What follows belongs to an exercise in optimizing a design on an open flow for small area, a short achievable clock period and few clock cycles per item; a production flow would make more cautious choices.
RTL that was checked went through simulation tests only; none was proved equivalent to the original.
For run 1, only the layout was checked, not whether the RTL still works.

## flow/design.v (module list and top-level ports; edited modules follow where they fit)
// module sigmoid_unit: 591 lines
// module pfxi_row_h3_r11_11_11: 45 lines
// module pfxi_row_h3_r12_12_12: 51 lines
// module pfxi_row_h3_r13_13_13: 53 lines
// module pfxi_row_h3_r14_14_14: 57 lines
// module pfxi_row_h3_r15_15_15: 61 lines
// module pfxi_row_bk_r15_16_16: 67 lines
// module pfxi_row_bk_r16_16_16: 67 lines
// module pfxi_row_bk_r16_17_16: 69 lines
module sigmoid_unit (
    input  wire               clk,
    input  wire               rst,
    input  wire               in_valid,
    input  wire signed [15:0] net_in,
    output wire               out_valid,
    output wire signed [31:0] f_net,
    output wire signed [31:0] x,
    output wire signed [31:0] y,
    output wire signed [31:0] z
);
  // ...
==> flow/flow/run.sh <==
#!/bin/bash
set -euo pipefail
export BUFFER_PORTS_ARGS="-buffer_cell sky130_fd_sc_hd__buf_1"
# one tie cell drives all constant outputs
export SKIP_REPAIR_TIE_FANOUT=1
# stronger flip-flops where one drives several output buffers
export POST_GLOBAL_PLACE_TCL=$PWD/flow/upsize_out_ff.tcl UPSIZE_FF4_MIN=4 UPSIZE_FF2_MIN=2
bash standard.sh > standard.log 2>&1
==> flow/flow/upsize_out_ff.tcl <==
# Give the flip-flops that drive several output-port buffers (the copies of
# the sign bits, and the z bits that also drive f_net) a stronger drive.
set block [ord::get_db_block]
set n_up 0
foreach inst [$block getInsts] {
  if {[[$inst getMaster] getName] ne "sky130_fd_sc_hd__dfxtp_1"} { continue }
  set q [$inst findITerm Q]
  set net [$q getNet]
  if {$net eq "NULL"} { continue }
  set nout 0
  foreach it [$net getITerms] {
    if {[string match "output*" [[$it getInst] getName]]} { incr nout }
  }
  if {$nout >= $::env(UPSIZE_FF4_MIN)} {
    replace_cell [$inst getName] sky130_fd_sc_hd__dfxtp_4
    incr n_up
  } elseif {$nout >= $::env(UPSIZE_FF2_MIN)} {
    replace_cell [$inst getName] sky130_fd_sc_hd__dfxtp_2
    incr n_up
  }
}
puts "upsize_out_ff: resized $n_up flip-flops"
==> flow/standard.sh <==
#!/bin/bash
# synth_recipe.tcl (not shown) runs the flow's synth.tcl, then flattens the netlist and writes it again
# the make line also repeats each setting of config.mk as NAME=value (left out here)
make -C /OpenROAD-flow-scripts/flow DESIGN_CONFIG=/design/flow/config.mk WORK_HOME=/design/flow/orfs CLKGATE_MAP_FILE= SYNTH_SCRIPT=/design/flow/synth_recipe.tcl "${@:-finish}"
==> flow/config.mk <==
export PLATFORM = sky130hd
export DESIGN_NAME = sigmoid_unit
export DESIGN_NICKNAME = sigmoid_unit
export VERILOG_FILES = /design/flow/design.v
export SDC_FILE = /design/flow/constraint.sdc
export NUM_CORES = 4
export LEC_CHECK = 0
export ABC_AREA = 1
export CAP_MARGIN = 20
export CORE_MARGIN = 2
export CORE_UTILIZATION = 40
export SLEW_MARGIN = 20
==> flow/constraint.sdc <==
create_clock -name core_clock -period 62.0 [get_ports {clk}]
set_input_delay 12.4000 -clock core_clock [delete_from_list [all_inputs] [get_ports {clk}]]
set_output_delay 12.4000 -clock core_clock [all_outputs]
set_load 0.01 [all_outputs]
==> results.toml, run 1 <==
[yosys]
synth_cell_types = 53
synth_top_cells_by_count = "nand2_1 (378), inv_1 (172), ha_1 (139), dfxtp_1 (102), nand3_1 (88)"
synth-simple-area-share_pct = 24.9
synth_seq_cells = 102
synth_fa_ha_area_share_pct = 29.1
yosysSeqAreaShare_pct = 18.0
synth_edf_count = 0

[hold_path]
hold_start = "v0"

[floorplanning]
core_area_mm2 = 0.0279

[layout]
fin_area_mm2 = 0.0118
regMostFlops = "xr"
layout.nets = 1740
finalNonFillerCells = 1887
post-route-util_pct = 42.4
mostFrequentLayoutCells = "nand2_1 (378), inv_1 (172), ha_1 (139), buf_1 (101), nand3_1 (88)"
seq_cells = 102
multi_input_gates = 1104

[routing]
drt-pass1-iter-count = 5
wl_per_cell_um = 13.0
wirelength_mm = 24.5
avgViaCountPerCell = 4.81
dr_wl_met2_mm = 12.3
dr_wl_met3_um = 574

[flow_run]
maxCapViolations = 0

[sta]
setup_tns_ns = 0
clock.fmax_mhz = 64.4
holdWs_ns = 0.405
worst_slack_ns = 46.46
finalSetupViolCount = 0
final_max_slew_viol_count = 0

[run_status]
status = "timing/DRC/antenna clean"

[clock_tree]
cts_max_level = 3
clk_pin_slew_worst_paths_ns = 0.08
cts_hold_buffers = 0
cts_setup_buffers = 0
clk_latency_ns = 0.36

[placement]
dpl_cell_area_mm2 = 0.0115

[setup_path]
cpMostUsedCell = "nand2_1"
reg2reg_slack_ns = 46.46
crit_cells = 78
cp_num_buf_inv = 11

[grt]
grt_pass1_wl_mm = 41.9
==> module sigmoid_unit, before the edit <==
module sigmoid_unit (
    input  wire               clk,
    input  wire               rst,
    input  wire               in_valid,
    input  wire signed [15:0] net_in,
    output wire               out_valid,
    output wire signed [31:0] f_net,
    output wire signed [31:0] x,
    output wire signed [31:0] y,
    output wire signed [31:0] z
);
reg [15:0] net_q;
reg        v0;
always @(posedge clk) begin
    net_q <= net_in;
    v0    <= in_valid & ~rst;
end
wire        s0 = net_q[15];
wire [15:0] d0 = ((net_q ^ {16{s0}}) + {15'd0, s0} + 16'd1000);
wire [10:0] tk9 = ~11'd1953;    
wire [10:0] df9;
wire        ge9;
pfxi_row_h3_r11_11_11 row9 (.t(tk9), .d(d0[10:0]), .hz(~|d0[15:11]), .ge(ge9), .r(df9));
wire [10:0] tr9 = df9;
wire [11:0] tk8 = {tr9, 1'b1};
wire [11:0] df8;
wire        ge8;
pfxi_row_h3_r12_12_12 row8 (.t(tk8), .d(d0[11:0]), .hz(~|d0[15:12]), .ge(ge8), .r(df8));
wire [11:0] tr8 = df8;
wire [12:0] tk7 = {tr8, 1'b1};
wire [12:0] df7;
wire        ge7;
pfxi_row_h3_r13_13_13 row7 (.t(tk7), .d(d0[12:0]), .hz(~|d0[15:13]), .ge(ge7), .r(df7));
wire [12:0] tr7 = df7;
wire [13:0] tk6 = {tr7, 1'b1};
wire [13:0] df6;
wire        ge6;
pfxi_row_h3_r14_14_14 row6 (.t(tk6), .d(d0[13:0]), .hz(~|d0[15:14]), .ge(ge6), .r(df6));
wire [13:0] tr6 = df6;
wire [14:0] tk5 = {tr6, 1'b0};
wire [14:0] df5;
wire        ge5;
pfxi_row_h3_r15_15_15 row5 (.t(tk5), .d(d0[14:0]), .hz(~|d0[15:15]), .ge(ge5), .r(df5));
wire [14:0] tr5 = df5;
reg [15:0] d1;
reg        s1;
reg        v1;
reg [14:0] t1;
reg        q9_1;
reg        q8_1;
reg        q7_1;
reg        q6_1;
reg        q5_1;
always @(posedge clk) begin
    d1 <= d0;
    s1 <= s0;
    v1 <= v0 & ~rst;
    t1 <= tr5;
    q9_1 <= ge9;
    q8_1 <= ge8;
    q7_1 <= ge7;
    q6_1 <= ge6;
    q5_1 <= ge5;
end
wire [15:0] tk4 = {t1, 1'b0};
wire [14:0] df4;
wire        ge4;
pfxi_row_bk_r15_16_16 row4 (.t(tk4), .d(d1[15:0]), .hz(1'b1), .ge(ge4), .r(df4));
wire [14:0] tr4 = df4;
wire [15:0] tk3 = {tr4, 1'b0};
wire [14:0] df3;
wire        ge3;
pfxi_row_bk_r15_16_16 row3 (.t(tk3), .d(d1[15:0]), .hz(1'b1), .ge(ge3), .r(df3));
wire [14:0] tr3 = df3;
wire [15:0] tk2 = {tr3, 1'b0};
wire [14:0] df2;
wire        ge2;
pfxi_row_bk_r15_16_16 row2 (.t(tk2), .d(d1[15:0]), .hz(1'b1), .ge(ge2), .r(df2));
wire [14:0] tr2 = df2;
wire [15:0] tk1 = {tr2, 1'b0};
wire [15:0] df1;
wire        ge1;
pfxi_row_bk_r16_16_16 row1 (.t(tk1), .d(d1[15:0]), .hz(1'b1), .ge(ge1), .r(df1));
wire [15:0] tr1 = df1;
wire [16:0] tk0 = {tr1, 1'b0};
wire [15:0] df0;
wire        ge0;
pfxi_row_bk_r16_17_16 row0 (.t(tk0), .d(d1[15:0]), .hz(1'b1), .ge(ge0), .r(df0));
wire [8:0]  qh = {q9_1, q8_1, q7_1, q6_1, q5_1, ge4, ge3, ge2, ge1};
wire        q0 = ge0;
wire [8:0] v;
wire [9:0] v_p, v_g;
assign v_g[0] = 1'b0; assign v_p[0] = 1'b0;
assign v_p[1] = (~qh[0]) ^ (1'b0); assign v_g[1] = (~qh[0]) & (1'b0);
assign v_p[2] = (~qh[1]) ^ (1'b0); assign v_g[2] = (~qh[1]) & (1'b0);
assign v_p[3] = (~qh[2]) ^ (1'b1); assign v_g[3] = (~qh[2]) & (1'b1);
assign v_p[4] = (~qh[3]) ^ (1'b0); assign v_g[4] = (~qh[3]) & (1'b0);
assign v_p[5] = (~qh[4]) ^ (1'b1); assign v_g[5] = (~qh[4]) & (1'b1);
assign v_p[6] = (~qh[5]) ^ (1'b1); assign v_g[6] = (~qh[5]) & (1'b1);
assign v_p[7] = (~qh[6]) ^ (1'b1); assign v_g[7] = (~qh[6]) & (1'b1);
assign v_p[8] = (~qh[7]) ^ (1'b1); assign v_g[8] = (~qh[7]) & (1'b1);
assign v_p[9] = (~qh[8]) ^ (1'b1); assign v_g[9] = (~qh[8]) & (1'b1);
wire v_g0_1 = v_g[1] | (v_p[1] & v_g[0]);
wire v_p0_1 = v_p[1] & v_p[0];
wire v_g0_3 = v_g[3] | (v_p[3] & v_g[2]);
wire v_p0_3 = v_p[3] & v_p[2];
wire v_g0_5 = v_g[5] | (v_p[5] & v_g[4]);
wire v_p0_5 = v_p[5] & v_p[4];
wire v_g0_7 = v_g[7] | (v_p[7] & v_g[6]);
wire v_p0_7 = v_p[7] & v_p[6];
wire v_g0_9 = v_g[9] | (v_p[9] & v_g[8]);
wire v_p0_9 = v_p[9] & v_p[8];
wire v_g1_2 = v_g[2] | (v_p[2] & v_g0_1);
wire v_p1_2 = v_p[2] & v_p0_1;
wire v_g1_3 = v_g0_3 | (v_p0_3 & v_g0_1);
wire v_p1_3 = v_p0_3 & v_p0_1;
wire v_g1_6 = v_g[6] | (v_p[6] & v_g0_5);
wire v_p1_6 = v_p[6] & v_p0_5;
wire v_g1_7 = v_g0_7 | (v_p0_7 & v_g0_5);
wire v_p1_7 = v_p0_7 & v_p0_5;
wire v_g2_4 = v_g[4] | (v_p[4] & v_g1_3);
wire v_p2_4 = v_p[4] & v_p1_3;
wire v_g2_5 = v_g0_5 | (v_p0_5 & v_g1_3);
wire v_p2_5 = v_p0_5 & v_p1_3;
wire v_g2_6 = v_g1_6 | (v_p1_6 & v_g1_3);
wire v_p2_6 = v_p1_6 & v_p1_3;
wire v_g2_7 = v_g1_7 | (v_p1_7 & v_g1_3);
wire v_p2_7 = v_p1_7 & v_p1_3;
wire v_g3_8 = v_g[8] | (v_p[8] & v_g2_7);
wire v_p3_8 = v_p[8] & v_p2_7;
wire v_g3_9 = v_g0_9 | (v_p0_9 & v_g2_7);
wire v_p3_9 = v_p0_9 & v_p2_7;
assign v[0] = v_p[1] ^ v_g[0];
assign v[1] = v_p[2] ^ v_g0_1;
assign v[2] = v_p[3] ^ v_g1_2;
assign v[3] = v_p[4] ^ v_g1_3;
assign v[4] = v_p[5] ^ v_g2_4;
assign v[5] = v_p[6] ^ v_g2_5;
assign v[6] = v_p[7] ^ v_g2_6;
assign v[7] = v_p[8] ^ v_g2_7;
assign v[8] = v_p[9] ^ v_g3_8;
wire [9:0] nv;
wire [10:0] nv_p, nv_g;
assign nv_g[0] = 1'b0; assign nv_p[0] = 1'b0;
assign nv_p[1] = (qh[0]) ^ (1'b1); assign nv_g[1] = (qh[0]) & (1'b1);
assign nv_p[2] = (qh[1]) ^ (1'b0); assign nv_g[2] = (qh[1]) & (1'b0);
assign nv_p[3] = (qh[2]) ^ (1'b1); assign nv_g[3] = (qh[2]) & (1'b1);
assign nv_p[4] = (qh[3]) ^ (1'b1); assign nv_g[4] = (qh[3]) & (1'b1);
assign nv_p[5] = (qh[4]) ^ (1'b0); assign nv_g[5] = (qh[4]) & (1'b0);
assign nv_p[6] = (qh[5]) ^ (1'b0); assign nv_g[6] = (qh[5]) & (1'b0);
assign nv_p[7] = (qh[6]) ^ (1'b0); assign nv_g[7] = (qh[6]) & (1'b0);
assign nv_p[8] = (qh[7]) ^ (1'b0); assign nv_g[8] = (qh[7]) & (1'b0);
assign nv_p[9] = (qh[8]) ^ (1'b0); assign nv_g[9] = (qh[8]) & (1'b0);
assign nv_p[10] = (1'b0) ^ (1'b1); assign nv_g[10] = (1'b0) & (1'b1);
wire nv_g0_1 = nv_g[1] | (nv_p[1] & nv_g[0]);
wire nv_p0_1 = nv_p[1] & nv_p[0];
wire nv_g0_3 = nv_g[3] | (nv_p[3] & nv_g[2]);
wire nv_p0_3 = nv_p[3] & nv_p[2];
wire nv_g0_5 = nv_g[5] | (nv_p[5] & nv_g[4]);
wire nv_p0_5 = nv_p[5] & nv_p[4];
wire nv_g0_7 = nv_g[7] | (nv_p[7] & nv_g[6]);
wire nv_p0_7 = nv_p[7] & nv_p[6];
wire nv_g0_9 = nv_g[9] | (nv_p[9] & nv_g[8]);
wire nv_p0_9 = nv_p[9] & nv_p[8];
wire nv_g1_2 = nv_g[2] | (nv_p[2] & nv_g0_1);
wire nv_p1_2 = nv_p[2] & nv_p0_1;
wire nv_g1_3 = nv_g0_3 | (nv_p0_3 & nv_g0_1);
wire nv_p1_3 = nv_p0_3 & nv_p0_1;
wire nv_g1_6 = nv_g[6] | (nv_p[6] & nv_g0_5);
wire nv_p1_6 = nv_p[6] & nv_p0_5;
wire nv_g1_7 = nv_g0_7 | (nv_p0_7 & nv_g0_5);
wire nv_p1_7 = nv_p0_7 & nv_p0_5;
wire nv_g1_10 = nv_g[10] | (nv_p[10] & nv_g0_9);
wire nv_p1_10 = nv_p[10] & nv_p0_9;
wire nv_g2_4 = nv_g[4] | (nv_p[4] & nv_g1_3);
wire nv_p2_4 = nv_p[4] & nv_p1_3;
wire nv_g2_5 = nv_g0_5 | (nv_p0_5 & nv_g1_3);
wire nv_p2_5 = nv_p0_5 & nv_p1_3;
wire nv_g2_6 = nv_g1_6 | (nv_p1_6 & nv_g1_3);
wire nv_p2_6 = nv_p1_6 & nv_p1_3;
wire nv_g2_7 = nv_g1_7 | (nv_p1_7 & nv_g1_3);
wire nv_p2_7 = nv_p1_7 & nv_p1_3;
wire nv_g3_8 = nv_g[8] | (nv_p[8] & nv_g2_7);
wire nv_p3_8 = nv_p[8] & nv_p2_7;
wire nv_g3_9 = nv_g0_9 | (nv_p0_9 & nv_g2_7);
wire nv_p3_9 = nv_p0_9 & nv_p2_7;
wire nv_g3_10 = nv_g1_10 | (nv_p1_10 & nv_g2_7);
wire nv_p3_10 = nv_p1_10 & nv_p2_7;
assign nv[0] = nv_p[1] ^ nv_g[0];
assign nv[1] = nv_p[2] ^ nv_g0_1;
assign nv[2] = nv_p[3] ^ nv_g1_2;
assign nv[3] = nv_p[4] ^ nv_g1_3;
assign nv[4] = nv_p[5] ^ nv_g2_4;
assign nv[5] = nv_p[6] ^ nv_g2_5;
assign nv[6] = nv_p[7] ^ nv_g2_6;
assign nv[7] = nv_p[8] ^ nv_g2_7;
assign nv[8] = nv_p[9] ^ nv_g3_8;
assign nv[9] = nv_p[10] ^ nv_g3_9;
wire [9:0] zp;
wire [10:0] zp_p, zp_g;
assign zp_g[0] = 1'b0; assign zp_p[0] = 1'b0;
assign zp_p[1] = (~qh[0]) ^ (1'b0); assign zp_g[1] = (~qh[0]) & (1'b0);
assign zp_p[2] = (~qh[1]) ^ (1'b0); assign zp_g[2] = (~qh[1]) & (1'b0);
assign zp_p[3] = (~qh[2]) ^ (1'b0); assign zp_g[3] = (~qh[2]) & (1'b0);
assign zp_p[4] = (~qh[3]) ^ (1'b1); assign zp_g[4] = (~qh[3]) & (1'b1);
assign zp_p[5] = (~qh[4]) ^ (1'b0); assign zp_g[5] = (~qh[4]) & (1'b0);
assign zp_p[6] = (~qh[5]) ^ (1'b1); assign zp_g[6] = (~qh[5]) & (1'b1);
assign zp_p[7] = (~qh[6]) ^ (1'b1); assign zp_g[7] = (~qh[6]) & (1'b1);
assign zp_p[8] = (~qh[7]) ^ (1'b1); assign zp_g[8] = (~qh[7]) & (1'b1);
assign zp_p[9] = (~qh[8]) ^ (1'b1); assign zp_g[9] = (~qh[8]) & (1'b1);
assign zp_p[10] = (1'b1) ^ (1'b1); assign zp_g[10] = (1'b1) & (1'b1);
wire zp_g0_1 = zp_g[1] | (zp_p[1] & zp_g[0]);
wire zp_p0_1 = zp_p[1] & zp_p[0];
wire zp_g0_3 = zp_g[3] | (zp_p[3] & zp_g[2]);
wire zp_p0_3 = zp_p[3] & zp_p[2];
wire zp_g0_5 = zp_g[5] | (zp_p[5] & zp_g[4]);
wire zp_p0_5 = zp_p[5] & zp_p[4];
wire zp_g0_7 = zp_g[7] | (zp_p[7] & zp_g[6]);
wire zp_p0_7 = zp_p[7] & zp_p[6];
wire zp_g0_9 = zp_g[9] | (zp_p[9] & zp_g[8]);
wire zp_p0_9 = zp_p[9] & zp_p[8];
wire zp_g1_2 = zp_g[2] | (zp_p[2] & zp_g0_1);
wire zp_p1_2 = zp_p[2] & zp_p0_1;
wire zp_g1_3 = zp_g0_3 | (zp_p0_3 & zp_g0_1);
wire zp_p1_3 = zp_p0_3 & zp_p0_1;
wire zp_g1_6 = zp_g[6] | (zp_p[6] & zp_g0_5);
wire zp_p1_6 = zp_p[6] & zp_p0_5;
wire zp_g1_7 = zp_g0_7 | (zp_p0_7 & zp_g0_5);
wire zp_p1_7 = zp_p0_7 & zp_p0_5;
wire zp_g1_10 = zp_g[10] | (zp_p[10] & zp_g0_9);
wire zp_p1_10 = zp_p[10] & zp_p0_9;
wire zp_g2_4 = zp_g[4] | (zp_p[4] & zp_g1_3);
wire zp_p2_4 = zp_p[4] & zp_p1_3;
wire zp_g2_5 = zp_g0_5 | (zp_p0_5 & zp_g1_3);
wire zp_p2_5 = zp_p0_5 & zp_p1_3;
wire zp_g2_6 = zp_g1_6 | (zp_p1_6 & zp_g1_3);
wire zp_p2_6 = zp_p1_6 & zp_p1_3;
wire zp_g2_7 = zp_g1_7 | (zp_p1_7 & zp_g1_3);
wire zp_p2_7 = zp_p1_7 & zp_p1_3;
wire zp_g3_8 = zp_g[8] | (zp_p[8] & zp_g2_7);
wire zp_p3_8 = zp_p[8] & zp_p2_7;
wire zp_g3_9 = zp_g0_9 | (zp_p0_9 & zp_g2_7);
wire zp_p3_9 = zp_p0_9 & zp_p2_7;
wire zp_g3_10 = zp_g1_10 | (zp_p1_10 & zp_g2_7);
wire zp_p3_10 = zp_p1_10 & zp_p2_7;
assign zp[0] = zp_p[1] ^ zp_g[0];
assign zp[1] = zp_p[2] ^ zp_g0_1;
assign zp[2] = zp_p[3] ^ zp_g1_2;
assign zp[3] = zp_p[4] ^ zp_g1_3;
assign zp[4] = zp_p[5] ^ zp_g2_4;
assign zp[5] = zp_p[6] ^ zp_g2_5;
assign zp[6] = zp_p[7] ^ zp_g2_6;
assign zp[7] = zp_p[8] ^ zp_g2_7;
assign zp[8] = zp_p[9] ^ zp_g3_8;
assign zp[9] = zp_p[10] ^ zp_g3_9;
wire [9:0] qh1;
wire [10:0] qh1_p, qh1_g;
assign qh1_g[0] = 1'b1; assign qh1_p[0] = 1'b0;
assign qh1_p[1] = (qh[0]) ^ (1'b0); assign qh1_g[1] = (qh[0]) & (1'b0);
assign qh1_p[2] = (qh[1]) ^ (1'b0); assign qh1_g[2] = (qh[1]) & (1'b0);
assign qh1_p[3] = (qh[2]) ^ (1'b0); assign qh1_g[3] = (qh[2]) & (1'b0);
assign qh1_p[4] = (qh[3]) ^ (1'b0); assign qh1_g[4] = (qh[3]) & (1'b0);
assign qh1_p[5] = (qh[4]) ^ (1'b0); assign qh1_g[5] = (qh[4]) & (1'b0);
assign qh1_p[6] = (qh[5]) ^ (1'b0); assign qh1_g[6] = (qh[5]) & (1'b0);
assign qh1_p[7] = (qh[6]) ^ (1'b0); assign qh1_g[7] = (qh[6]) & (1'b0);
assign qh1_p[8] = (qh[7]) ^ (1'b0); assign qh1_g[8] = (qh[7]) & (1'b0);
assign qh1_p[9] = (qh[8]) ^ (1'b0); assign qh1_g[9] = (qh[8]) & (1'b0);
assign qh1_p[10] = (1'b0) ^ (1'b0); assign qh1_g[10] = (1'b0) & (1'b0);
wire qh1_g0_1 = qh1_g[1] | (qh1_p[1] & qh1_g[0]);
wire qh1_p0_1 = qh1_p[1] & qh1_p[0];
wire qh1_g0_3 = qh1_g[3] | (qh1_p[3] & qh1_g[2]);
wire qh1_p0_3 = qh1_p[3] & qh1_p[2];
wire qh1_g0_5 = qh1_g[5] | (qh1_p[5] & qh1_g[4]);
wire qh1_p0_5 = qh1_p[5] & qh1_p[4];
wire qh1_g0_7 = qh1_g[7] | (qh1_p[7] & qh1_g[6]);
wire qh1_p0_7 = qh1_p[7] & qh1_p[6];
wire qh1_g0_9 = qh1_g[9] | (qh1_p[9] & qh1_g[8]);
wire qh1_p0_9 = qh1_p[9] & qh1_p[8];
wire qh1_g1_2 = qh1_g[2] | (qh1_p[2] & qh1_g0_1);
wire qh1_p1_2 = qh1_p[2] & qh1_p0_1;
wire qh1_g1_3 = qh1_g0_3 | (qh1_p0_3 & qh1_g0_1);
wire qh1_p1_3 = qh1_p0_3 & qh1_p0_1;
wire qh1_g1_6 = qh1_g[6] | (qh1_p[6] & qh1_g0_5);
wire qh1_p1_6 = qh1_p[6] & qh1_p0_5;
wire qh1_g1_7 = qh1_g0_7 | (qh1_p0_7 & qh1_g0_5);
wire qh1_p1_7 = qh1_p0_7 & qh1_p0_5;
wire qh1_g1_10 = qh1_g[10] | (qh1_p[10] & qh1_g0_9);
wire qh1_p1_10 = qh1_p[10] & qh1_p0_9;
wire qh1_g2_4 = qh1_g[4] | (qh1_p[4] & qh1_g1_3);
wire qh1_p2_4 = qh1_p[4] & qh1_p1_3;
wire qh1_g2_5 = qh1_g0_5 | (qh1_p0_5 & qh1_g1_3);
wire qh1_p2_5 = qh1_p0_5 & qh1_p1_3;
wire qh1_g2_6 = qh1_g1_6 | (qh1_p1_6 & qh1_g1_3);
wire qh1_p2_6 = qh1_p1_6 & qh1_p1_3;
wire qh1_g2_7 = qh1_g1_7 | (qh1_p1_7 & qh1_g1_3);
wire qh1_p2_7 = qh1_p1_7 & qh1_p1_3;
wire qh1_g3_8 = qh1_g[8] | (qh1_p[8] & qh1_g2_7);
wire qh1_p3_8 = qh1_p[8] & qh1_p2_7;
wire qh1_g3_9 = qh1_g0_9 | (qh1_p0_9 & qh1_g2_7);
wire qh1_p3_9 = qh1_p0_9 & qh1_p2_7;
wire qh1_g3_10 = qh1_g1_10 | (qh1_p1_10 & qh1_g2_7);
wire qh1_p3_10 = qh1_p1_10 & qh1_p2_7;
assign qh1[0] = qh1_p[1] ^ qh1_g[0];
assign qh1[1] = qh1_p[2] ^ qh1_g0_1;
assign qh1[2] = qh1_p[3] ^ qh1_g1_2;
assign qh1[3] = qh1_p[4] ^ qh1_g1_3;
assign qh1[4] = qh1_p[5] ^ qh1_g2_4;
assign qh1[5] = qh1_p[6] ^ qh1_g2_5;
assign qh1[6] = qh1_p[7] ^ qh1_g2_6;
assign qh1[7] = qh1_p[8] ^ qh1_g2_7;
assign qh1[8] = qh1_p[9] ^ qh1_g3_8;
assign qh1[9] = qh1_p[10] ^ qh1_g3_9;
wire [9:0]  yv  = s1 ? (q0 ? {nv[8:0], 1'b0} : {~v, 1'b1}) : {v, ~q0};
wire [9:0]  zv  = s1 ? (q0 ? qh1 : {1'b0, qh}) : zp;
wire        yneg0 = s1 & (d1 >= 16'd1002);
wire        yneg1 = s1 & (d1 != 16'd1001);
wire        yneg2 = s1 & ((|d1[15:10]) | (d1[9:0] >= 10'd1002));
wire [15:0] nn;
wire [16:0] nn_p, nn_g;
assign nn_g[0] = 1'b0; assign nn_p[0] = 1'b0;
assign nn_p[1] = (d1[0] ^ s1) ^ (s1); assign nn_g[1] = (d1[0] ^ s1) & (s1);
assign nn_p[2] = (d1[1] ^ s1) ^ (1'b0); assign nn_g[2] = (d1[1] ^ s1) & (1'b0);
assign nn_p[3] = (d1[2] ^ s1) ^ (1'b0); assign nn_g[3] = (d1[2] ^ s1) & (1'b0);
assign nn_p[4] = (d1[3] ^ s1) ^ (1'b1); assign nn_g[4] = (d1[3] ^ s1) & (1'b1);
assign nn_p[5] = (d1[4] ^ s1) ^ (~s1); assign nn_g[5] = (d1[4] ^ s1) & (~s1);
assign nn_p[6] = (d1[5] ^ s1) ^ (s1); assign nn_g[6] = (d1[5] ^ s1) & (s1);
assign nn_p[7] = (d1[6] ^ s1) ^ (s1); assign nn_g[7] = (d1[6] ^ s1) & (s1);
assign nn_p[8] = (d1[7] ^ s1) ^ (s1); assign nn_g[8] = (d1[7] ^ s1) & (s1);
assign nn_p[9] = (d1[8] ^ s1) ^ (s1); assign nn_g[9] = (d1[8] ^ s1) & (s1);
assign nn_p[10] = (d1[9] ^ s1) ^ (s1); assign nn_g[10] = (d1[9] ^ s1) & (s1);
assign nn_p[11] = (d1[10] ^ s1) ^ (~s1); assign nn_g[11] = (d1[10] ^ s1) & (~s1);
assign nn_p[12] = (d1[11] ^ s1) ^ (~s1); assign nn_g[12] = (d1[11] ^ s1) & (~s1);
assign nn_p[13] = (d1[12] ^ s1) ^ (~s1); assign nn_g[13] = (d1[12] ^ s1) & (~s1);
assign nn_p[14] = (d1[13] ^ s1) ^ (~s1); assign nn_g[14] = (d1[13] ^ s1) & (~s1);
assign nn_p[15] = (d1[14] ^ s1) ^ (~s1); assign nn_g[15] = (d1[14] ^ s1) & (~s1);
assign nn_p[16] = (d1[15] ^ s1) ^ (~s1); assign nn_g[16] = (d1[15] ^ s1) & (~s1);
wire nn_g0_1 = nn_g[1] | (nn_p[1] & nn_g[0]);
wire nn_p0_1 = nn_p[1] & nn_p[0];
wire nn_g1_2 = nn_g[2] | (nn_p[2] & nn_g0_1);
wire nn_p1_2 = nn_p[2] & nn_p0_1;
wire nn_g2_3 = nn_g[3] | (nn_p[3] & nn_g1_2);
wire nn_p2_3 = nn_p[3] & nn_p1_2;
wire nn_g3_4 = nn_g[4] | (nn_p[4] & nn_g2_3);
wire nn_p3_4 = nn_p[4] & nn_p2_3;
wire nn_g4_5 = nn_g[5] | (nn_p[5] & nn_g3_4);
wire nn_p4_5 = nn_p[5] & nn_p3_4;
wire nn_g5_6 = nn_g[6] | (nn_p[6] & nn_g4_5);
wire nn_p5_6 = nn_p[6] & nn_p4_5;
wire nn_g6_7 = nn_g[7] | (nn_p[7] & nn_g5_6);
wire nn_p6_7 = nn_p[7] & nn_p5_6;
wire nn_g7_8 = nn_g[8] | (nn_p[8] & nn_g6_7);
wire nn_p7_8 = nn_p[8] & nn_p6_7;
wire nn_g8_9 = nn_g[9] | (nn_p[9] & nn_g7_8);
wire nn_p8_9 = nn_p[9] & nn_p7_8;
wire nn_g9_10 = nn_g[10] | (nn_p[10] & nn_g8_9);
wire nn_p9_10 = nn_p[10] & nn_p8_9;
wire nn_g10_11 = nn_g[11] | (nn_p[11] & nn_g9_10);
wire nn_p10_11 = nn_p[11] & nn_p9_10;
wire nn_g11_12 = nn_g[12] | (nn_p[12] & nn_g10_11);
wire nn_p11_12 = nn_p[12] & nn_p10_11;
wire nn_g12_13 = nn_g[13] | (nn_p[13] & nn_g11_12);
wire nn_p12_13 = nn_p[13] & nn_p11_12;
wire nn_g13_14 = nn_g[14] | (nn_p[14] & nn_g12_13);
wire nn_p13_14 = nn_p[14] & nn_p12_13;
wire nn_g14_15 = nn_g[15] | (nn_p[15] & nn_g13_14);
wire nn_p14_15 = nn_p[15] & nn_p13_14;
wire nn_g15_16 = nn_g[16] | (nn_p[16] & nn_g14_15);
wire nn_p15_16 = nn_p[16] & nn_p14_15;
assign nn[0] = nn_p[1] ^ nn_g[0];
assign nn[1] = nn_p[2] ^ nn_g0_1;
assign nn[2] = nn_p[3] ^ nn_g1_2;
assign nn[3] = nn_p[4] ^ nn_g2_3;
assign nn[4] = nn_p[5] ^ nn_g3_4;
assign nn[5] = nn_p[6] ^ nn_g4_5;
assign nn[6] = nn_p[7] ^ nn_g5_6;
assign nn[7] = nn_p[8] ^ nn_g6_7;
assign nn[8] = nn_p[9] ^ nn_g7_8;
assign nn[9] = nn_p[10] ^ nn_g8_9;
assign nn[10] = nn_p[11] ^ nn_g9_10;
assign nn[11] = nn_p[12] ^ nn_g10_11;
assign nn[12] = nn_p[13] ^ nn_g11_12;
assign nn[13] = nn_p[14] ^ nn_g12_13;
assign nn[14] = nn_p[15] ^ nn_g13_14;
assign nn[15] = nn_p[16] ^ nn_g14_15;
wire [21:0] n22  = {{6{s1}}, nn};
wire [21:0] x1;
wire [22:0] x1_p, x1_g;
assign x1_g[0] = 1'b0; assign x1_p[0] = 1'b0;
assign x1_p[1] = (n22[0]) ^ (1'b0); assign x1_g[1] = (n22[0]) & (1'b0);
assign x1_p[2] = (n22[1]) ^ (1'b0); assign x1_g[2] = (n22[1]) & (1'b0);
assign x1_p[3] = (n22[2]) ^ (1'b0); assign x1_g[3] = (n22[2]) & (1'b0);
assign x1_p[4] = (n22[3]) ^ (1'b0); assign x1_g[4] = (n22[3]) & (1'b0);
assign x1_p[5] = (n22[4]) ^ (1'b0); assign x1_g[5] = (n22[4]) & (1'b0);
assign x1_p[6] = (n22[5]) ^ (1'b0); assign x1_g[6] = (n22[5]) & (1'b0);
assign x1_p[7] = (n22[6]) ^ (1'b0); assign x1_g[7] = (n22[6]) & (1'b0);
assign x1_p[8] = (n22[7]) ^ (n22[0]); assign x1_g[8] = (n22[7]) & (n22[0]);
assign x1_p[9] = (n22[8]) ^ (n22[1]); assign x1_g[9] = (n22[8]) & (n22[1]);
assign x1_p[10] = (n22[9]) ^ (n22[2]); assign x1_g[10] = (n22[9]) & (n22[2]);
assign x1_p[11] = (n22[10]) ^ (n22[3]); assign x1_g[11] = (n22[10]) & (n22[3]);
assign x1_p[12] = (n22[11]) ^ (n22[4]); assign x1_g[12] = (n22[11]) & (n22[4]);
assign x1_p[13] = (n22[12]) ^ (n22[5]); assign x1_g[13] = (n22[12]) & (n22[5]);
assign x1_p[14] = (n22[13]) ^ (n22[6]); assign x1_g[14] = (n22[13]) & (n22[6]);
assign x1_p[15] = (n22[14]) ^ (n22[7]); assign x1_g[15] = (n22[14]) & (n22[7]);
assign x1_p[16] = (n22[15]) ^ (n22[8]); assign x1_g[16] = (n22[15]) & (n22[8]);
assign x1_p[17] = (n22[16]) ^ (n22[9]); assign x1_g[17] = (n22[16]) & (n22[9]);
assign x1_p[18] = (n22[17]) ^ (n22[10]); assign x1_g[18] = (n22[17]) & (n22[10]);
assign x1_p[19] = (n22[18]) ^ (n22[11]); assign x1_g[19] = (n22[18]) & (n22[11]);
assign x1_p[20] = (n22[19]) ^ (n22[12]); assign x1_g[20] = (n22[19]) & (n22[12]);
assign x1_p[21] = (n22[20]) ^ (n22[13]); assign x1_g[21] = (n22[20]) & (n22[13]);
assign x1_p[22] = (n22[21]) ^ (n22[14]); assign x1_g[22] = (n22[21]) & (n22[14]);
wire x1_g0_1 = x1_g[1] | (x1_p[1] & x1_g[0]);
wire x1_p0_1 = x1_p[1] & x1_p[0];
wire x1_g1_2 = x1_g[2] | (x1_p[2] & x1_g0_1);
wire x1_p1_2 = x1_p[2] & x1_p0_1;
wire x1_g2_3 = x1_g[3] | (x1_p[3] & x1_g1_2);
wire x1_p2_3 = x1_p[3] & x1_p1_2;
wire x1_g3_4 = x1_g[4] | (x1_p[4] & x1_g2_3);
wire x1_p3_4 = x1_p[4] & x1_p2_3;
wire x1_g4_5 = x1_g[5] | (x1_p[5] & x1_g3_4);
wire x1_p4_5 = x1_p[5] & x1_p3_4;
wire x1_g5_6 = x1_g[6] | (x1_p[6] & x1_g4_5);
wire x1_p5_6 = x1_p[6] & x1_p4_5;
wire x1_g6_7 = x1_g[7] | (x1_p[7] & x1_g5_6);
wire x1_p6_7 = x1_p[7] & x1_p5_6;
wire x1_g7_8 = x1_g[8] | (x1_p[8] & x1_g6_7);
wire x1_p7_8 = x1_p[8] & x1_p6_7;
wire x1_g8_9 = x1_g[9] | (x1_p[9] & x1_g7_8);
wire x1_p8_9 = x1_p[9] & x1_p7_8;
wire x1_g9_10 = x1_g[10] | (x1_p[10] & x1_g8_9);
wire x1_p9_10 = x1_p[10] & x1_p8_9;
wire x1_g10_11 = x1_g[11] | (x1_p[11] & x1_g9_10);
wire x1_p10_11 = x1_p[11] & x1_p9_10;
wire x1_g11_12 = x1_g[12] | (x1_p[12] & x1_g10_11);
wire x1_p11_12 = x1_p[12] & x1_p10_11;
wire x1_g12_13 = x1_g[13] | (x1_p[13] & x1_g11_12);
wire x1_p12_13 = x1_p[13] & x1_p11_12;
wire x1_g13_14 = x1_g[14] | (x1_p[14] & x1_g12_13);
wire x1_p13_14 = x1_p[14] & x1_p12_13;
wire x1_g14_15 = x1_g[15] | (x1_p[15] & x1_g13_14);
wire x1_p14_15 = x1_p[15] & x1_p13_14;
wire x1_g15_16 = x1_g[16] | (x1_p[16] & x1_g14_15);
wire x1_p15_16 = x1_p[16] & x1_p14_15;
wire x1_g16_17 = x1_g[17] | (x1_p[17] & x1_g15_16);
wire x1_p16_17 = x1_p[17] & x1_p15_16;
wire x1_g17_18 = x1_g[18] | (x1_p[18] & x1_g16_17);
wire x1_p17_18 = x1_p[18] & x1_p16_17;
wire x1_g18_19 = x1_g[19] | (x1_p[19] & x1_g17_18);
wire x1_p18_19 = x1_p[19] & x1_p17_18;
wire x1_g19_20 = x1_g[20] | (x1_p[20] & x1_g18_19);
wire x1_p19_20 = x1_p[20] & x1_p18_19;
wire x1_g20_21 = x1_g[21] | (x1_p[21] & x1_g19_20);
wire x1_p20_21 = x1_p[21] & x1_p19_20;
wire x1_g21_22 = x1_g[22] | (x1_p[22] & x1_g20_21);
wire x1_p21_22 = x1_p[22] & x1_p20_21;
assign x1[0] = x1_p[1] ^ x1_g[0];
assign x1[1] = x1_p[2] ^ x1_g0_1;
assign x1[2] = x1_p[3] ^ x1_g1_2;
assign x1[3] = x1_p[4] ^ x1_g2_3;
assign x1[4] = x1_p[5] ^ x1_g3_4;
assign x1[5] = x1_p[6] ^ x1_g4_5;
assign x1[6] = x1_p[7] ^ x1_g5_6;
assign x1[7] = x1_p[8] ^ x1_g6_7;
assign x1[8] = x1_p[9] ^ x1_g7_8;
assign x1[9] = x1_p[10] ^ x1_g8_9;
assign x1[10] = x1_p[11] ^ x1_g9_10;
assign x1[11] = x1_p[12] ^ x1_g10_11;
assign x1[12] = x1_p[13] ^ x1_g11_12;
assign x1[13] = x1_p[14] ^ x1_g12_13;
assign x1[14] = x1_p[15] ^ x1_g13_14;
assign x1[15] = x1_p[16] ^ x1_g14_15;
assign x1[16] = x1_p[17] ^ x1_g15_16;
assign x1[17] = x1_p[18] ^ x1_g16_17;
assign x1[18] = x1_p[19] ^ x1_g17_18;
assign x1[19] = x1_p[20] ^ x1_g18_19;
assign x1[20] = x1_p[21] ^ x1_g19_20;
assign x1[21] = x1_p[22] ^ x1_g20_21;
wire [21:0] xx;
wire [22:0] xx_p, xx_g;
assign xx_g[0] = 1'b1; assign xx_p[0] = 1'b0;
assign xx_p[1] = (x1[0]) ^ (1'b1); assign xx_g[1] = (x1[0]) & (1'b1);
assign xx_p[2] = (x1[1]) ^ (1'b1); assign xx_g[2] = (x1[1]) & (1'b1);
assign xx_p[3] = (x1[2]) ^ (~n22[0]); assign xx_g[3] = (x1[2]) & (~n22[0]);
assign xx_p[4] = (x1[3]) ^ (~n22[1]); assign xx_g[4] = (x1[3]) & (~n22[1]);
assign xx_p[5] = (x1[4]) ^ (~n22[2]); assign xx_g[5] = (x1[4]) & (~n22[2]);
assign xx_p[6] = (x1[5]) ^ (~n22[3]); assign xx_g[6] = (x1[5]) & (~n22[3]);
assign xx_p[7] = (x1[6]) ^ (~n22[4]); assign xx_g[7] = (x1[6]) & (~n22[4]);
assign xx_p[8] = (x1[7]) ^ (~n22[5]); assign xx_g[8] = (x1[7]) & (~n22[5]);
assign xx_p[9] = (x1[8]) ^ (~n22[6]); assign xx_g[9] = (x1[8]) & (~n22[6]);
assign xx_p[10] = (x1[9]) ^ (~n22[7]); assign xx_g[10] = (x1[9]) & (~n22[7]);
assign xx_p[11] = (x1[10]) ^ (~n22[8]); assign xx_g[11] = (x1[10]) & (~n22[8]);
assign xx_p[12] = (x1[11]) ^ (~n22[9]); assign xx_g[12] = (x1[11]) & (~n22[9]);
assign xx_p[13] = (x1[12]) ^ (~n22[10]); assign xx_g[13] = (x1[12]) & (~n22[10]);
assign xx_p[14] = (x1[13]) ^ (~n22[11]); assign xx_g[14] = (x1[13]) & (~n22[11]);
assign xx_p[15] = (x1[14]) ^ (~n22[12]); assign xx_g[15] = (x1[14]) & (~n22[12]);
assign xx_p[16] = (x1[15]) ^ (~n22[13]); assign xx_g[16] = (x1[15]) & (~n22[13]);
assign xx_p[17] = (x1[16]) ^ (~n22[14]); assign xx_g[17] = (x1[16]) & (~n22[14]);
assign xx_p[18] = (x1[17]) ^ (~n22[15]); assign xx_g[18] = (x1[17]) & (~n22[15]);
assign xx_p[19] = (x1[18]) ^ (~n22[16]); assign xx_g[19] = (x1[18]) & (~n22[16]);
assign xx_p[20] = (x1[19]) ^ (~n22[17]); assign xx_g[20] = (x1[19]) & (~n22[17]);
assign xx_p[21] = (x1[20]) ^ (~n22[18]); assign xx_g[21] = (x1[20]) & (~n22[18]);
assign xx_p[22] = (x1[21]) ^ (~n22[19]); assign xx_g[22] = (x1[21]) & (~n22[19]);
wire xx_g0_1 = xx_g[1] | (xx_p[1] & xx_g[0]);
wire xx_p0_1 = xx_p[1] & xx_p[0];
wire xx_g1_2 = xx_g[2] | (xx_p[2] & xx_g0_1);
wire xx_p1_2 = xx_p[2] & xx_p0_1;
wire xx_g2_3 = xx_g[3] | (xx_p[3] & xx_g1_2);
wire xx_p2_3 = xx_p[3] & xx_p1_2;
wire xx_g3_4 = xx_g[4] | (xx_p[4] & xx_g2_3);
wire xx_p3_4 = xx_p[4] & xx_p2_3;
wire xx_g4_5 = xx_g[5] | (xx_p[5] & xx_g3_4);
wire xx_p4_5 = xx_p[5] & xx_p3_4;
wire xx_g5_6 = xx_g[6] | (xx_p[6] & xx_g4_5);
wire xx_p5_6 = xx_p[6] & xx_p4_5;
wire xx_g6_7 = xx_g[7] | (xx_p[7] & xx_g5_6);
wire xx_p6_7 = xx_p[7] & xx_p5_6;
wire xx_g7_8 = xx_g[8] | (xx_p[8] & xx_g6_7);
wire xx_p7_8 = xx_p[8] & xx_p6_7;
wire xx_g8_9 = xx_g[9] | (xx_p[9] & xx_g7_8);
wire xx_p8_9 = xx_p[9] & xx_p7_8;
wire xx_g9_10 = xx_g[10] | (xx_p[10] & xx_g8_9);
wire xx_p9_10 = xx_p[10] & xx_p8_9;
wire xx_g10_11 = xx_g[11] | (xx_p[11] & xx_g9_10);
wire xx_p10_11 = xx_p[11] & xx_p9_10;
wire xx_g11_12 = xx_g[12] | (xx_p[12] & xx_g10_11);
wire xx_p11_12 = xx_p[12] & xx_p10_11;
wire xx_g12_13 = xx_g[13] | (xx_p[13] & xx_g11_12);
wire xx_p12_13 = xx_p[13] & xx_p11_12;
wire xx_g13_14 = xx_g[14] | (xx_p[14] & xx_g12_13);
wire xx_p13_14 = xx_p[14] & xx_p12_13;
wire xx_g14_15 = xx_g[15] | (xx_p[15] & xx_g13_14);
wire xx_p14_15 = xx_p[15] & xx_p13_14;
wire xx_g15_16 = xx_g[16] | (xx_p[16] & xx_g14_15);
wire xx_p15_16 = xx_p[16] & xx_p14_15;
wire xx_g16_17 = xx_g[17] | (xx_p[17] & xx_g15_16);
wire xx_p16_17 = xx_p[17] & xx_p15_16;
wire xx_g17_18 = xx_g[18] | (xx_p[18] & xx_g16_17);
wire xx_p17_18 = xx_p[18] & xx_p16_17;
wire xx_g18_19 = xx_g[19] | (xx_p[19] & xx_g17_18);
wire xx_p18_19 = xx_p[19] & xx_p17_18;
wire xx_g19_20 = xx_g[20] | (xx_p[20] & xx_g18_19);
wire xx_p19_20 = xx_p[20] & xx_p18_19;
wire xx_g20_21 = xx_g[21] | (xx_p[21] & xx_g19_20);
wire xx_p20_21 = xx_p[21] & xx_p19_20;
wire xx_g21_22 = xx_g[22] | (xx_p[22] & xx_g20_21);
wire xx_p21_22 = xx_p[22] & xx_p20_21;
assign xx[0] = xx_p[1] ^ xx_g[0];
assign xx[1] = xx_p[2] ^ xx_g0_1;
assign xx[2] = xx_p[3] ^ xx_g1_2;
assign xx[3] = xx_p[4] ^ xx_g2_3;
assign xx[4] = xx_p[5] ^ xx_g3_4;
assign xx[5] = xx_p[6] ^ xx_g4_5;
assign xx[6] = xx_p[7] ^ xx_g5_6;
assign xx[7] = xx_p[8] ^ xx_g6_7;
assign xx[8] = xx_p[9] ^ xx_g7_8;
assign xx[9] = xx_p[10] ^ xx_g8_9;
assign xx[10] = xx_p[11] ^ xx_g9_10;
assign xx[11] = xx_p[12] ^ xx_g10_11;
assign xx[12] = xx_p[13] ^ xx_g11_12;
assign xx[13] = xx_p[14] ^ xx_g12_13;
assign xx[14] = xx_p[15] ^ xx_g13_14;
assign xx[15] = xx_p[16] ^ xx_g14_15;
assign xx[16] = xx_p[17] ^ xx_g15_16;
assign xx[17] = xx_p[18] ^ xx_g16_17;
assign xx[18] = xx_p[19] ^ xx_g17_18;
assign xx[19] = xx_p[20] ^ xx_g18_19;
assign xx[20] = xx_p[21] ^ xx_g19_20;
assign xx[21] = xx_p[22] ^ xx_g20_21;
reg        vo;
reg [2:0] xs;
reg [2:0] ys;
reg [21:0] xr;
reg [9:0]  yr;
reg [9:0]  zr;
always @(posedge clk) begin
    vo <= v1 & ~rst;
    xs[0] <= s1;
    xs[1] <= s1 & (d1 != 16'd1000);
    xs[2] <= nn[15];
    ys[0] <= yneg0;
    ys[1] <= yneg1;
    ys[2] <= yneg2;
    xr <= xx;
    yr <= yv;
    zr <= zv;
end
assign out_valid = vo;
assign x     = {xs[0], xs[0], xs[0], xs[1], xs[1], xs[2], xs[2], xr, 3'b000};
assign y     = {ys[0], ys[0], ys[0], ys[0], ys[0], ys[0], ys[0], ys[0], ys[1], ys[1], ys[1], ys[1], ys[1], ys[1], ys[1], ys[2], ys[2], ys[2], ys[2], ys[2], ys[2], ys[2], yr};
assign z     = {21'd0, zr, yr[0]};
assign f_net = {22'd0, zr};
endmodule
==> inputs of run 2 (changes only) <==
--- a/flow/design.v
+++ b/flow/design.v
@@ -9,14 +9,106 @@
     output wire signed [31:0] y,
     output wire signed [31:0] z
 );
-reg [15:0] net_q;
+reg [14:0] nx_q;
+reg        s_q;
 reg        v0;
 always @(posedge clk) begin
-    net_q <= net_in;
+    nx_q  <= net_in[14:0] ^ {15{net_in[15]}};
+    s_q   <= net_in[15];
     v0    <= in_valid & ~rst;
 end
-wire        s0 = net_q[15];
-wire [15:0] d0 = ((net_q ^ {16{s0}}) + {15'd0, s0} + 16'd1000);
+wire        s0 = s_q;
+wire [15:0] nx0 = {1'b0, nx_q};
+wire [15:0] dp0;
+wire [16:0] dp0_p, dp0_g;
+assign dp0_g[0] = s0; assign dp0_p[0] = 1'b0;
+assign dp0_p[1] = (nx0[0]) ^ (1'b0); assign dp0_g[1] = (nx0[0]) & (1'b0);
+assign dp0_p[2] = (nx0[1]) ^ (1'b0); assign dp0_g[2] = (nx0[1]) & (1'b0);
+assign dp0_p[3] = (nx0[2]) ^ (1'b0); assign dp0_g[3] = (nx0[2]) & (1'b0);
+assign dp0_p[4] = (nx0[3]) ^ (1'b1); assign dp0_g[4] = (nx0[3]) & (1'b1);
+assign dp0_p[5] = (nx0[4]) ^ (1'b0); assign dp0_g[5] = (nx0[4]) & (1'b0);
+assign dp0_p[6] = (nx0[5]) ^ (1'b1); assign dp0_g[6] = (nx0[5]) & (1'b1);
+assign dp0_p[7] = (nx0[6]) ^ (1'b1); assign dp0_g[7] = (nx0[6]) & (1'b1);
+assign dp0_p[8] = (nx0[7]) ^ (1'b1); assign dp0_g[8] = (nx0[7]) & (1'b1);
+assign dp0_p[9] = (nx0[8]) ^ (1'b1); assign dp0_g[9] = (nx0[8]) & (1'b1);
+assign dp0_p[10] = (nx0[9]) ^ (1'b1); assign dp0_g[10] = (nx0[9]) & (1'b1);
+assign dp0_p[11] = (nx0[10]) ^ (1'b0); assign dp0_g[11] = (nx0[10]) & (1'b0);
+assign dp0_p[12] = (nx0[11]) ^ (1'b0); assign dp0_g[12] = (nx0[11]) & (1'b0);
+assign dp0_p[13] = (nx0[12]) ^ (1'b0); assign dp0_g[13] = (nx0[12]) & (1'b0);
+assign dp0_p[14] = (nx0[13]) ^ (1'b0); assign dp0_g[14] = (nx0[13]) & (1'b0);
+assign dp0_p[15] = (nx0[14]) ^ (1'b0); assign dp0_g[15] = (nx0[14]) & (1'b0);
+assign dp0_p[16] = (nx0[15]) ^ (1'b0); assign dp0_g[16] = (nx0[15]) & (1'b0);
+wire dp0_g0_1 = dp0_g[1] | (dp0_p[1] & dp0_g[0]);
+wire dp0_p0_1 = dp0_p[1] & dp0_p[0];
+wire dp0_g0_3 = dp0_g[3] | (dp0_p[3] & dp0_g[2]);
+wire dp0_p0_3 = dp0_p[3] & dp0_p[2];
+wire dp0_g0_5 = dp0_g[5] | (dp0_p[5] & dp0_g[4]);
+wire dp0_p0_5 = dp0_p[5] & dp0_p[4];
+wire dp0_g0_7 = dp0_g[7] | (dp0_p[7] & dp0_g[6]);
+wire dp0_p0_7 = dp0_p[7] & dp0_p[6];
+wire dp0_g0_9 = dp0_g[9] | (dp0_p[9] & dp0_g[8]);
+wire dp0_p0_9 = dp0_p[9] & dp0_p[8];
+wire dp0_g0_11 = dp0_g[11] | (dp0_p[11] & dp0_g[10]);
+wire dp0_p0_11 = dp0_p[11] & dp0_p[10];
+wire dp0_g0_13 = dp0_g[13] | (dp0_p[13] & dp0_g[12]);
+wire dp0_p0_13 = dp0_p[13] & dp0_p[12];
+wire dp0_g0_15 = dp0_g[15] | (dp0_p[15] & dp0_g[14]);
+wire dp0_p0_15 = dp0_p[15] & dp0_p[14];
+wire dp0_g1_3 = dp0_g0_3 | (dp0_p0_3 & dp0_g0_1);
+wire dp0_p1_3 = dp0_p0_3 & dp0_p0_1;
+wire dp0_g1_7 = dp0_g0_7 | (dp0_p0_7 & dp0_g0_5);
+wire dp0_p1_7 = dp0_p0_7 & dp0_p0_5;
+wire dp0_g1_11 = dp0_g0_11 | (dp0_p0_11 & dp0_g0_9);
+wire dp0_p1_11 = dp0_p0_11 & dp0_p0_9;
+wire dp0_g1_15 = dp0_g0_15 | (dp0_p0_15 & dp0_g0_13);
+wire dp0_p1_15 = dp0_p0_15 & dp0_p0_13;
+wire dp0_g2_7 = dp0_g1_7 | (dp0_p1_7 & dp0_g1_3);
+wire dp0_p2_7 = dp0_p1_7 & dp0_p1_3;
+wire dp0_g2_15 = dp0_g1_15 | (dp0_p1_15 & dp0_g1_11);
+wire dp0_p2_15 = dp0_p1_15 & dp0_p1_11;
+wire dp0_g3_15 = dp0_g2_15 | (dp0_p2_15 & dp0_g2_7);
+wire dp0_p3_15 = dp0_p2_15 & dp0_p2_7;
+wire dp0_g4_11 = dp0_g1_11 | (dp0_p1_11 & dp0_g2_7);
+wire dp0_p4_11 = dp0_p1_11 & dp0_p2_7;
+wire dp0_g5_5 = dp0_g0_5 | (dp0_p0_5 & dp0_g1_3);
+wire dp0_p5_5 = dp0_p0_5 & dp0_p1_3;
+wire dp0_g5_9 = dp0_g0_9 | (dp0_p0_9 & dp0_g2_7);
+wire dp0_p5_9 = dp0_p0_9 & dp0_p2_7;
+wire dp0_g5_13 = dp0_g0_13 | (dp0_p0_13 & dp0_g4_11);
+wire dp0_p5_13 = dp0_p0_13 & dp0_p4_11;
+wire dp0_g6_2 = dp0_g[2] | (dp0_p[2] & dp0_g0_1);
+wire dp0_p6_2 = dp0_p[2] & dp0_p0_1;
+wire dp0_g6_4 = dp0_g[4] | (dp0_p[4] & dp0_g1_3);
+wire dp0_p6_4 = dp0_p[4] & dp0_p1_3;
+wire dp0_g6_6 = dp0_g[6] | (dp0_p[6] & dp0_g5_5);
+wire dp0_p6_6 = dp0_p[6] & dp0_p5_5;
+wire dp0_g6_8 = dp0_g[8] | (dp0_p[8] & dp0_g2_7);
+wire dp0_p6_8 = dp0_p[8] & dp0_p2_7;
+wire dp0_g6_10 = dp0_g[10] | (dp0_p[10] & dp0_g5_9);
+wire dp0_p6_10 = dp0_p[10] & dp0_p5_9;
+wire dp0_g6_12 = dp0_g[12] | (dp0_p[12] & dp0_g4_11);
+wire dp0_p6_12 = dp0_p[12] & dp0_p4_11;
+wire dp0_g6_14 = dp0_g[14] | (dp0_p[14] & dp0_g5_13);
+wire dp0_p6_14 = dp0_p[14] & dp0_p5_13;
+wire dp0_g6_16 = dp0_g[16] | (dp0_p[16] & dp0_g3_15);
+wire dp0_p6_16 = dp0_p[16] & dp0_p3_15;
+assign dp0[0] = dp0_p[1] ^ dp0_g[0];
+assign dp0[1] = dp0_p[2] ^ dp0_g0_1;
+assign dp0[2] = dp0_p[3] ^ dp0_g6_2;
+assign dp0[3] = dp0_p[4] ^ dp0_g1_3;
+assign dp0[4] = dp0_p[5] ^ dp0_g6_4;
+assign dp0[5] = dp0_p[6] ^ dp0_g5_5;
+assign dp0[6] = dp0_p[7] ^ dp0_g6_6;
+assign dp0[7] = dp0_p[8] ^ dp0_g2_7;
+assign dp0[8] = dp0_p[9] ^ dp0_g6_8;
+assign dp0[9] = dp0_p[10] ^ dp0_g5_9;
+assign dp0[10] = dp0_p[11] ^ dp0_g6_10;
+assign dp0[11] = dp0_p[12] ^ dp0_g4_11;
+assign dp0[12] = dp0_p[13] ^ dp0_g6_12;
+assign dp0[13] = dp0_p[14] ^ dp0_g5_13;
+assign dp0[14] = dp0_p[15] ^ dp0_g6_14;
+assign dp0[15] = dp0_p[16] ^ dp0_g3_15;
+wire [15:0] d0 = dp0;
 wire [10:0] tk9 = ~11'd1953;    
 wire [10:0] df9;
 wire        ge9;
@@ -315,6 +407,7 @@
 wire        yneg0 = s1 & (d1 >= 16'd1002);
 wire        yneg1 = s1 & (d1 != 16'd1001);
 wire        yneg2 = s1 & ((|d1[15:10]) | (d1[9:0] >= 10'd1002));
+wire        yneg3 = s1 & (d1[15:1] != 15'd500);
 wire [15:0] nn;
 wire [16:0] nn_p, nn_g;
 assign nn_g[0] = 1'b0; assign nn_p[0] = 1'b0;
@@ -567,7 +660,7 @@
 assign xx[21] = xx_p[22] ^ xx_g20_21;
 reg        vo;
 reg [2:0] xs;
-reg [2:0] ys;
+reg [3:0] ys;
 reg [21:0] xr;
 reg [9:0]  yr;
 reg [9:0]  zr;
@@ -579,13 +672,14 @@
     ys[0] <= yneg0;
     ys[1] <= yneg1;
     ys[2] <= yneg2;
+    ys[3] <= yneg3;
     xr <= xx;
     yr <= yv;
     zr <= zv;
 end
 assign out_valid = vo;
 assign x     = {xs[0], xs[0], xs[0], xs[1], xs[1], xs[2], xs[2], xr, 3'b000};
-assign y     = {ys[0], ys[0], ys[0], ys[0], ys[0], ys[0], ys[0], ys[0], ys[1], ys[1], ys[1], ys[1], ys[1], ys[1], ys[1], ys[2], ys[2], ys[2], ys[2], ys[2], ys[2], ys[2], yr};
+assign y     = {ys[0], ys[0], ys[0], ys[0], ys[0], ys[0], ys[1], ys[1], ys[1], ys[1], ys[1], ys[2], ys[2], ys[2], ys[2], ys[2], ys[2], ys[3], ys[3], ys[3], ys[3], ys[3], yr};
 assign z     = {21'd0, zr, yr[0]};
 assign f_net = {22'd0, zr};
 endmodule
==> run 2 against run 1 <==
Against the previous run:
- critical path type is now flip-flop to output port
- via count down 9.7%
- worst setup slack better by 2.3 ns
- critical endpoint is now y[26]
- global-route usage down 1.3 points
- sequential cell count up 1
- hold slack worse by 0.021 ns
- area after synthesis down 4.6%
- register-to-register slack better by 2.7 ns
- sequential share of layout area up 1.0 points
==> results.toml, run 2 <==
[yosys]
synth-simple-area-share_pct = 17.4
synth_area_per_cell_um2 = 7.99
synth_seq_cells = 103
post-synth-top-count-cell = "nand2_1"
synth_fa_ha_area_share_pct = 30.7
syn_nets = 1595
muxShareOfSynthArea_pct = 0.0924
yosys_warnings = 1
synth-compound-area-share_pct = 11.2
synth_edf_count = 0
yosysSeqAreaShare_pct = 19.0
synth_top_area_cell = "dfxtp_1"
synthArstFlopShare_pct = 0
synth_cell_types = 54
synth_area_leaders = "dfxtp_1 (19%), ha_1 (17%), fa_1 (14%)"
synthesis.area_mm2 = 0.0108
synth_top_area_share_pct = 19.0
synthCells = 1356
synth_top_family_by_area = "adder cells"
synth_top_cells_by_count = "nand2_1 (259), inv_1 (191), ha_1 (144), dfxtp_1 (103), o21ai_0 (86)"
synthXorXnorAreaFrac_pct = 8.00
synthFlopType = "dfxtp_1"

[setup_path]
rr_worst_depth = 55
timing.rr.end = "yr[4]"
endpoint_kind = "output port"
path_class = "flip-flop to output port"
reg2reg_slack_ns = 49.20
arrival_ns = 0.86
critPathLaunchType = "flip-flop"
worstPathMaxFanout = 6
cp_data_required_time_ns = 49.60
path_delay_family = "flip-flops"
cp_num_buf_inv = 1
worst_path_max_delay_cell = "dfxtp_4"
crit_chain = "buf_1"
max_stage_delay_ns = 0.36
rr_startpoint = "d1[3]"

[clock_tree]
cts_max_level = 3
clk_latency_ns = 0.36
clk_pin_slew_worst_paths_ns = 0.07
ctsRootBufferMaster = "clkbuf_16"
cts_tree = "yes"
cts.sinks = 103
cts_resized = 0
cts_hold_buffers = 0
cts_setup_buffers = 0
cts_made_buffers = 9
clock_path_buffers = 2

[grt]
grt_pass1_wl_mm = 37.8
antenna_found_initial = 0
grt_max_degree = 47
grt_usage_pct = 16.3
grt_pass1_vias = 8185
grt-ovfl-total = 0

[sta]
finalHoldViolations = 0
clock.fmax_mhz = 75.4
setup_tns_ns = 0
finalSetupViolCount = 0
relSlewSlack_pct = 34.7
fin_skew_ns = 0.0129
tightest_slew_ns = 0.955
final_max_slew_viol_count = 0
post-route-period-util_pct = 21.4
rsz0062_at_grt = "false"
holdWs_ns = 0.383
fin_crit_ns = 13.26

[floorplanning]
rows = 60
dieArea_mm2 = 0.0284
initial_core_util_pct = 40.4
die_w_um = 169
die_h_um = 169
ios = 148
core_area_mm2 = 0.0268

[layout]
final_common_cell = "nand2_1"
drive_gt1_share_pct = 6.64
area_growth_pct = 4.09
mostFrequentLayoutCells = "nand2_1 (259), inv_1 (191), ha_1 (144), buf_1 (101), o21ai_0 (86)"
regMostFlops = "xr"
largest_reg_flops = 22
reg_top3 = "xr (22), d1 (16)"
antenna_cells = 0
layout.nets = 1604

[hold_path]
worstHoldPathType = "flip-flop to flip-flop"
hold_start = "s_q"
min_path_cells = 0
hold_path_end = "s1"

[routing]
antenna_left = 0
wirelength_mm = 21.6
num_vias = 8206
drt-pass1-iter-count = 4
wl_per_cell_um = 12.7
drtIter0Drc = 311
drc = 0
avgViaCountPerCell = 4.80

[placement]
hpwl_mm = 18.4
io_buffers = 101

[run_status]
status = "timing/DRC/antenna clean"

[flow_run]
maxCapViolations = 0
[run 2: per-layer routing]
metal  vias up  share of wire, %  track usage, %
li1       4290                 -               -
met1      3766                47            20.0
met2       129                48            29.6
met3        21               3.0            2.41
met4         0               1.8            4.54
met5         -                 0               0
[run 2: how the worst max path moves through the flow]
| stage | start | end | slack (ns) | cells after the start |
|---|---|---|---|---|
| floorplan | net_in[15] | nx_q[10] | 48.64 | 3 |
| global placement | net_in[15] | nx_q[10] | 48.62 | 2 |
| detailed placement | net_in[15] | nx_q[6] | 48.56 | 2 |
| CTS | ys[2] | y[20] | 48.72 | 1 |
| global route | d1[3] | yr[7] | 47.25 | 55 |
| finish | ys[0] | y[26] | 48.74 | 1 |
[run 2: metrics by stage]
step	setup WS (ns)	cells	area (um^2)	util, %
floorplan	48.64	1356	10800	-
global placement	48.62	1695	10900	40.8
detailed placement	48.56	1695	11000	40.9
CTS	48.72	1711	11300	42.1
global route	47.25	1711	11300	42.1
finish	48.74	1711	11300	42.1
[run 2: logic make-up (layout without fill, tap and decap cells)]
family / Yosys count / in the layout
flops: 103 / 103
compound gates: 213 / 213
other cells: 1 / 1
mux: 1 / 1
xor+xnor: 98 / 98
buf+inv: 302 / 316
fa+ha+maj: 220 / 220
simple gates: 418 / 418
[run 2: layout make-up]
cell class                      count  area (um^2)
Clock buffer                       10          229
Clock inverter                      6         85.1
Fill cell                        2746        15500
Inverter                          197          739
Multi-Input combinational cell    951         7300
Sequential cell                   103         2090
Tap cell                          341          427
Timing Repair Buffer              103          394
Testbench counts of run 2, summed over its fixed seeds: cycles 16,024, items 16,000.
==> inputs of run 3 (changes only) <==
--- a/flow/config.mk
+++ b/flow/config.mk
@@ -8,5 +8,5 @@
 export ABC_AREA = 1
 export CAP_MARGIN = 20
 export CORE_MARGIN = 2
-export CORE_UTILIZATION = 40
+export CORE_UTILIZATION = 45
 export SLEW_MARGIN = 20
==> run 3 against run 2 <==
Against the previous run:
- still clean on timing, DRC and antenna
- worst setup slack worse by 0.0068 ns
- synthesized cell count unchanged
- critical path depth unchanged
- register-to-register slack worse by 0.27 ns
- final cell count down 1.3%
- count of clock-buffer cells in the layout up 2
- critical endpoint is now y[19]
- largest cell class unchanged
==> results.toml, run 3 <==
[yosys]
synth_top_area_share_pct = 19.0
synth_seq_cells = 103
yosys_warnings = 1
yosysSeqAreaShare_pct = 19.0
synthArstFlopShare_pct = 0
post-synth-top-count-cell = "nand2_1"
synthesis.area_mm2 = 0.0108
synth_top_cells_by_count = "nand2_1 (259), inv_1 (191), ha_1 (144), dfxtp_1 (103), o21ai_0 (86)"
synthCells = 1356
synth_area_leaders = "dfxtp_1 (19%), ha_1 (17%), fa_1 (14%)"
syn_nets = 1595
synth_cell_types = 54
synth_edf_count = 0
synth_area_per_cell_um2 = 7.99
synthFlopType = "dfxtp_1"
synth_top_area_cell = "dfxtp_1"

[floorplanning]
die_w_um = 159
core_area_mm2 = 0.0235
die_h_um = 159
ios = 148
rows = 56
dieArea_mm2 = 0.0253
initial_core_util_pct = 46.0

[clock_tree]
clk_latency_ns = 0.35
cts.sinks = 103
cts_made_buffers = 9
cts_resized = 0
cts_tree = "yes"
cts_setup_buffers = 0
cts_hold_buffers = 0
cts_max_level = 3
ctsRootBufferMaster = "clkbuf_16"
clk_pin_slew_worst_paths_ns = 0.08
clock_path_buffers = 2

[sta]
finalHoldViolations = 0
final_max_slew_viol_count = 0
tightest_slew_ns = 0.984
rsz0062_at_grt = "false"
relSlewSlack_pct = 34.4
post-route-period-util_pct = 21.4
fin_crit_ns = 13.27
setup_tns_ns = 0
finalSetupViolCount = 0
clock.fmax_mhz = 75.4
fin_skew_ns = 0.0125

[layout]
drive_gt1_share_pct = 6.72
fillers = 2353
reg_top3 = "xr (22), d1 (16)"
final_common_cell = "nand2_1"
seq_area_mm2 = 0.00209
area_growth_pct = 3.85
post-route-util_pct = 47.8
antenna_cells = 0
largest_reg_flops = 22
layout.nets = 1604
mostFrequentLayoutCells = "nand2_1 (259), inv_1 (191), ha_1 (144), buf_1 (101), o21ai_0 (86)"
multi_input_area_mm2 = 0.00730
regMostFlops = "xr"

[setup_path]
worstPathMaxFanout = 6
critPathLaunchType = "flip-flop"
arrival_ns = 0.87
cp_num_buf_inv = 1
crit_chain = "buf_1"
path_delay_family = "flip-flops"
cp_data_required_time_ns = 49.60
max_stage_delay_ns = 0.37
worst_path_max_delay_cell = "dfxtp_4"
path_class = "flip-flop to output port"
endpoint_kind = "output port"

[hold_path]
worstHoldPathType = "flip-flop to flip-flop"

[placement]
io_buffers = 101
hpwl_mm = 18.6

[grt]
antenna_found_initial = 0
grt_usage_pct = 18.6
grt_pass1_wl_mm = 39.0
grt_pass1_vias = 8183
grt_max_degree = 47
grt-ovfl-total = 0

[routing]
wl_per_cell_um = 13.2
wirelength_mm = 22.2
num_vias = 8156
drc = 0
drt-pass1-iter-count = 5
drtIter0Drc = 373
avgViaCountPerCell = 4.83
antenna_left = 0

[run_status]
status = "timing/DRC/antenna clean"

[flow_run]
maxCapViolations = 0
==> run 3: cell counts after synthesis <==
No cell type changed its count.
==> run 3: cells by family (layout without fill, tap and decap cells) <==
family	count (synthesis)	in the layout	synth area share (%)
simple gates	418	418	17.4
buf+inv	302	316	13.5
fa+ha+maj	220	220	30.7
compound gates	213	213	11.2
flops	103	103	19.0
xor+xnor	98	98	8.00
other cells	1	1	0.0346
mux	1	1	0.0924
==> run 3: area by class of cell <==
cell class,instances,share of cell area (%)
tap,319,3.55
inverter,197,6.58
clock buffer,12,2.29
multi-input combinational,951,64.9
clock inverter,4,0.512
timing repair buffer,103,3.50
sequential,103,18.6
==> run 3: worst paths after layout <==
path              startpoint     to  slack (ns)  depth (start not counted)
setup / recovery       ys[2]  y[19]       48.73                          1
setup reg to reg       d1[3]  yr[7]       48.93                         56
hold / removal           s_q     s1        0.38                          0
hold reg to reg          s_q     s1        0.38                          0
==> run 3: layer usage <==
metal | part of all wire, % | global-route usage, %
met2 | 49 | 33.6
met5 | 0 | 0
met3 | 3.3 | 2.42
met4 | 1.8 | 5.21
met1 | 46 | 23.3
==> run 3: through the flow <==
stage / hold WS (ns) / instance area [um^2] / std cells / worst slack, ns
after floorplan: 0.359 / 10800 / 1356 / 48.64
after detailed placement: 0.369 / 10900 / 1673 / 48.52
after CTS: 0.380 / 11200 / 1689 / 48.71
after global routing: 0.399 / 11200 / 1689 / 47.29
final: 0.383 / 11200 / 1689 / 48.73
after global placement: 0.368 / 10900 / 1673 / 48.54

==> separate check: timing with driven ports <==
The flow's constraints put no driver on any port. The routed layouts listed below were extracted and timed again, unchanged, in two steps.
Step 1: set_driving_cell puts a clkbuf_16 on clk and a buf_2 on each other input, an assumption about the parent block.
Step 2 times the ports against the registers' clock, not the clock port: input delays grow and output delays shrink by t, the midpoint of the rising clock arrivals with the driver on.
Three values: ideal, step 1, step 2; two values: the first two.
run	t, ns	slack for setup (ns)	hold WS [ns]	worst setup path at the end	worst slew at a driven data input, ns
run 1	0.400	46.463 / 46.463 / 46.463	0.405 / 0.405 / 0.405	register to register	0.06
run 2	0.400	48.738 / 48.691 / 48.607	0.383 / 0.383 / 0.383	input to register	0.03
run 3	0.392	48.731 / 48.686 / 48.557	0.383 / 0.383 / 0.383	input to register	0.04
After both steps setup and hold are still met in every run listed. For run 3, which loses most, drivers alone change the setup slack by -0.045 ns; drivers and shift together by -0.174 ns.
